From an optimization exercise on the open Yosys and OpenROAD flow, aimed at small area, a short achievable clock period and few clock cycles; shortcuts taken in it are not production practice.
Function was checked by simulation only, so behaviour that the tests miss may differ from the original.

Setup of rev 12:
## mips_top
module mips_top (input         clk,
                 input         rst,
                 input         port_sel,
                 input         port_en,
                 input  [31:0] user_input,
                 input  [31:0] mem_rdata,
                 output [7:0]  mem_addr,
                 output [31:0] mem_wdata,
                 output        mem_we,
                 output [31:0] outport,
                 output        halted);
    reg [31:0] inport0, inport1, outp;
    always @(posedge clk) begin
        if (port_en && !port_sel) inport0 <= user_input;
        if (port_en &&  port_sel) inport1 <= user_input;
    end
    assign outport = outp;
    reg  [7:0]  ma;      
    reg         fv;      
    reg  [7:0]  ra;      
    reg  [7:0]  da;      
    reg  [7:0]  da1;     
    reg         dv;      
    reg         dbp;     
    reg         dtk;     
    reg         btb_v, btb_1, btb_2, btb_f;
    reg  [7:0]  ras;
    reg  [7:0]  btb_a, btb_t;
    reg         mwe;
    reg  [31:0] mwd;
    assign mem_addr  = ma;
    assign mem_we    = mwe;
    assign mem_wdata = mwd;
    reg         ldm;     
    reg  [4:0]  ldm_rt;
    reg         ldw;     
    reg  [4:0]  ldw_rt;
    reg         hlt;
    assign halted = hlt;
    reg         rst_q;
    always @(posedge clk)
        rst_q <= rst;
    reg  [31:0] ir;
    reg         iv;
    reg         ir_bp;   
    reg         ir_btb;  
    reg  [31:0] rpc;     
    reg         xv;
    reg  [31:0] xa, xb;  
    reg  [31:0] xalt;    
    reg         mq;      
    reg  [29:0] aq;      
    reg  [15:0] ximm;
    reg  [4:0]  x_wa;    
    reg         x_wr;    
  ...
Size: about 6800 cells after synthesis, roughly 80000 um2 of cells after synthesis.
clock: 14.0 ns
lec_check: 0
cap_margin: 20
core_margin: 2
core_utilization: 50
cts_cluster_diameter: 60
cts_cluster_size: 20
place_density: 0.65
slew_margin: 20
standard.sh (not shown) runs the stock make flow with config.mk's settings and CLKGATE_MAP_FILE= SYNTH_SCRIPT=/design/flow/synth_recipe.tcl, a recipe that flattens the netlist after the stock synthesis.
==> flow/flow/run.sh <==
#!/bin/bash
set -o pipefail
bash standard.sh SETUP_SLACK_MARGIN=10 \
    "BUFFER_PORTS_ARGS=-buffer_cell sky130_fd_sc_hd__buf_4" \
    finish > standard.log 2>&1
Testbench counts of rev 12, summed over its fixed seeds: cycles 184,562.
The following lists how rev 13 was set up differently from rev 12:
diff --git a/flow/design.v b/flow/design.v
--- a/flow/design.v
+++ b/flow/design.v
@@ -92,21 +92,21 @@
     wire i_alu   = i_add || i_and || i_or || i_xor || i_sub;
     wire branch  = i_beq || i_bne;
     wire pred    = ir_bp;             
     wire r_wr = rtype ? !(f_mult || f_jr) :
                 (i_alu || lw_p0 || lw_p1 || i_jal);
     wire [4:0] r_wa = rtype ? rd : (i_jal ? 5'd31 : rt);
     wire a_zero = lw_p0 || lw_p1 || i_jal || f_mfhi || f_mflo;
     wire b_rt   = !(i_alu || lw_p0 || lw_p1 || i_jal || f_mfhi || f_mflo);
     wire [31:0] rf_a, rf_b;
-    reg         w_we;
-    reg  [4:0]  w_wa;
-    reg  [31:0] w_wd;
+    wire        w_we = ldw ? (ldw_rt != 5'd0) : (x_exec && x_wr);
+    wire [4:0]  w_wa = ldw ? ldw_rt : x_wa;
+    wire [31:0] w_wd = ldw ? mem_rdata : x_res;
     register_file i_rf (.clk(clk), .rst(rst_q), .we(w_we), .wa(w_wa), .wd(w_wd),
                         .ra0(rs), .ra1(rt), .en0(!a_zero), .en1(b_rt),
                         .rd0(rf_a), .rd1(rf_b));
     wire        mbusy;
     wire [31:0] hi, lo;
     wire        x_exec  = xv && !ldw && !hlt;
     wire        x_free  = !xv || x_exec;
     wire        x_free_d = !(xv && ldw);       
     wire [31:0] sum     = xa + (x_sub ? ~xb : xb) + {31'd0, x_sub};
@@ -189,19 +189,18 @@
             ma     <= 8'd0;
             fv     <= 1'b1;
             dv     <= 1'b0;
             mwe    <= 1'b0;
             ldm    <= 1'b0;
             ldw    <= 1'b0;
             iv     <= 1'b0;
             xv     <= 1'b0;
             hlt    <= 1'b0;
-            w_we   <= 1'b0;
             mq     <= 1'b0;
             btb_v  <= 1'b0;
             ras    <= 8'd0;
         end else begin
             if (d_jump && d_op_j && mem_rdata[26])
                 ras <= da1;
             if (iv && branch && pred && !(btb_v && btb_a == rpc[9:2])) begin
                 btb_v <= 1'b1;
                 btb_1 <= 1'b0;
@@ -226,19 +225,18 @@
             end else begin
                 ma <= seq_next;
                 fv <= 1'b1;
             end
             if (x_redir)
                 iv <= 1'b0;
             else if (ir_free)
                 iv <= accept;
             mq <= x_exec && mispred;
-            w_we <= ldw ? (ldw_rt != 5'd0) : (x_exec && x_wr);
             if (r_go)
                 xv <= 1'b1;
             else if (x_exec)
                 xv <= 1'b0;
             mwe  <= x_exec && x_sw && !to_port;
             ldm  <= x_exec && x_lw;
             ldw  <= ldm;
             if (x_exec && x_halt)
                 hlt <= 1'b1;
@@ -296,20 +294,18 @@
             x_btb  <= ir_btb;
             x_jr   <= f_jr;
             x_mult <= f_mult;
             x_sgn  <= !fn[0];
             x_halt <= i_halt;
         end
         mwd    <= xb;
         ldm_rt <= x_wa;
         ldw_rt <= ldm_rt;
-        w_wa   <= ldw ? ldw_rt : x_wa;
-        w_wd   <= ldw ? mem_rdata : x_res;
     end
 endmodule
 module register_file (input             clk,
                       input             rst,
                       input             we,
                       input      [4:0]  wa,
                       input      [31:0] wd,
                       input      [4:0]  ra0,
                       input      [4:0]  ra1,
@@ -325,27 +321,25 @@
     generate
         for (r = 1; r < 32; r = r + 1) begin : g_reg
             reg [31:0] q;
             always @(posedge clk)
                 if (rst || wsel[r])
                     q <= wbus;
             assign rv[r] = q;
         end
     endgenerate
-    wire fw0 = en0 && we && (wa == ra0) && (wa != 5'd0);
-    wire fw1 = en1 && we && (wa == ra1) && (wa != 5'd0);
-    wire [31:0] sel0 = (32'd1 << ra0) & {32{en0 && !fw0}};
-    wire [31:0] sel1 = (32'd1 << ra1) & {32{en1 && !fw1}};
+    wire [31:0] sel0 = (32'd1 << ra0) & {32{en0}};
+    wire [31:0] sel1 = (32'd1 << ra1) & {32{en1}};
     reg  [31:0] o0, o1;
     integer k;
     always @(*) begin
-        o0 = {32{fw0}} & wd;
-        o1 = {32{fw1}} & wd;
+        o0 = 32'd0;
+        o1 = 32'd0;
         for (k = 1; k < 32; k = k + 1) begin
             o0 = o0 | ({32{sel0[k]}} & rv[k]);
             o1 = o1 | ({32{sel1[k]}} & rv[k]);
         end
     end
     assign rd0 = o0;
     assign rd1 = o1;
 endmodule
 module mips_mul (input             clk,
==> run summary <==
Relative to rev 12, share of synthesized area occupied by flip-flops and latches increased by 0.86 points in rev 13. Summary of rev 13 over rev 12: final area decreased about 5%, final-layout setup total negative slack saw little to no change, number of antenna violations at the first check in global routing moved down, share of post-route cells with drive strength above 1 shrank by 1.8 points. Number of cells after detailed placement, rev 12 and rev 13: lower on rev 13. Between rev 12 and rev 13, vias after detailed routing is lower for rev 13, rev 12 comes in above that. Rev 13 finished every stage and its layout cleared the timing, design-rule and antenna checks. Re leftover overflow at the end of global routing: no difference whatsoever between rev 12 and rev 13. In the tables for rev 12 and rev 13, number of register bits inferred by synthesis reads lower with rev 13. Of rev 12 and rev 13, the run reporting the lower cell area after technology mapping was rev 13. Against rev 12, rev 13 reports a fraction of met1 tracks used by global routing that is lower. Going from rev 12 to rev 13, final cell count shrank by a few percent.
Testbench counts of rev 13, summed over its fixed seeds: cycles 184,562.

## re-timing with driven ports
The results above use ideal ports. As a check the final layouts listed here were re-extracted and re-timed, cells and wires unchanged.
Step 1 sets driving cells, clkbuf_16 on the clock port and buf_2 on the other inputs (assumed; they add their load-dependent delay and slew).
Step 2, shift: input delay + t, output delay - t, t = (earliest + latest rising clock arrival at the registers) / 2. This alone moves slack from input paths to output paths.
Slacks: ideal / step 1 / step 2; pairs: ideal / step 1.
run	t, ns	slack for setup (ns)	latest minus earliest clock arrival (ns)	cell pins on the clock port's net
rev 12	0.913	9.521 / 9.521 / 8.776	0.059 / 0.059	1
rev 13	0.893	9.656 / 9.656 / 9.135	0.063 / 0.063	1
After both steps every run listed still meets setup and hold. For rev 12, which loses most, drivers alone change the setup slack by 0.000 ns; drivers and shift together by -0.745 ns.
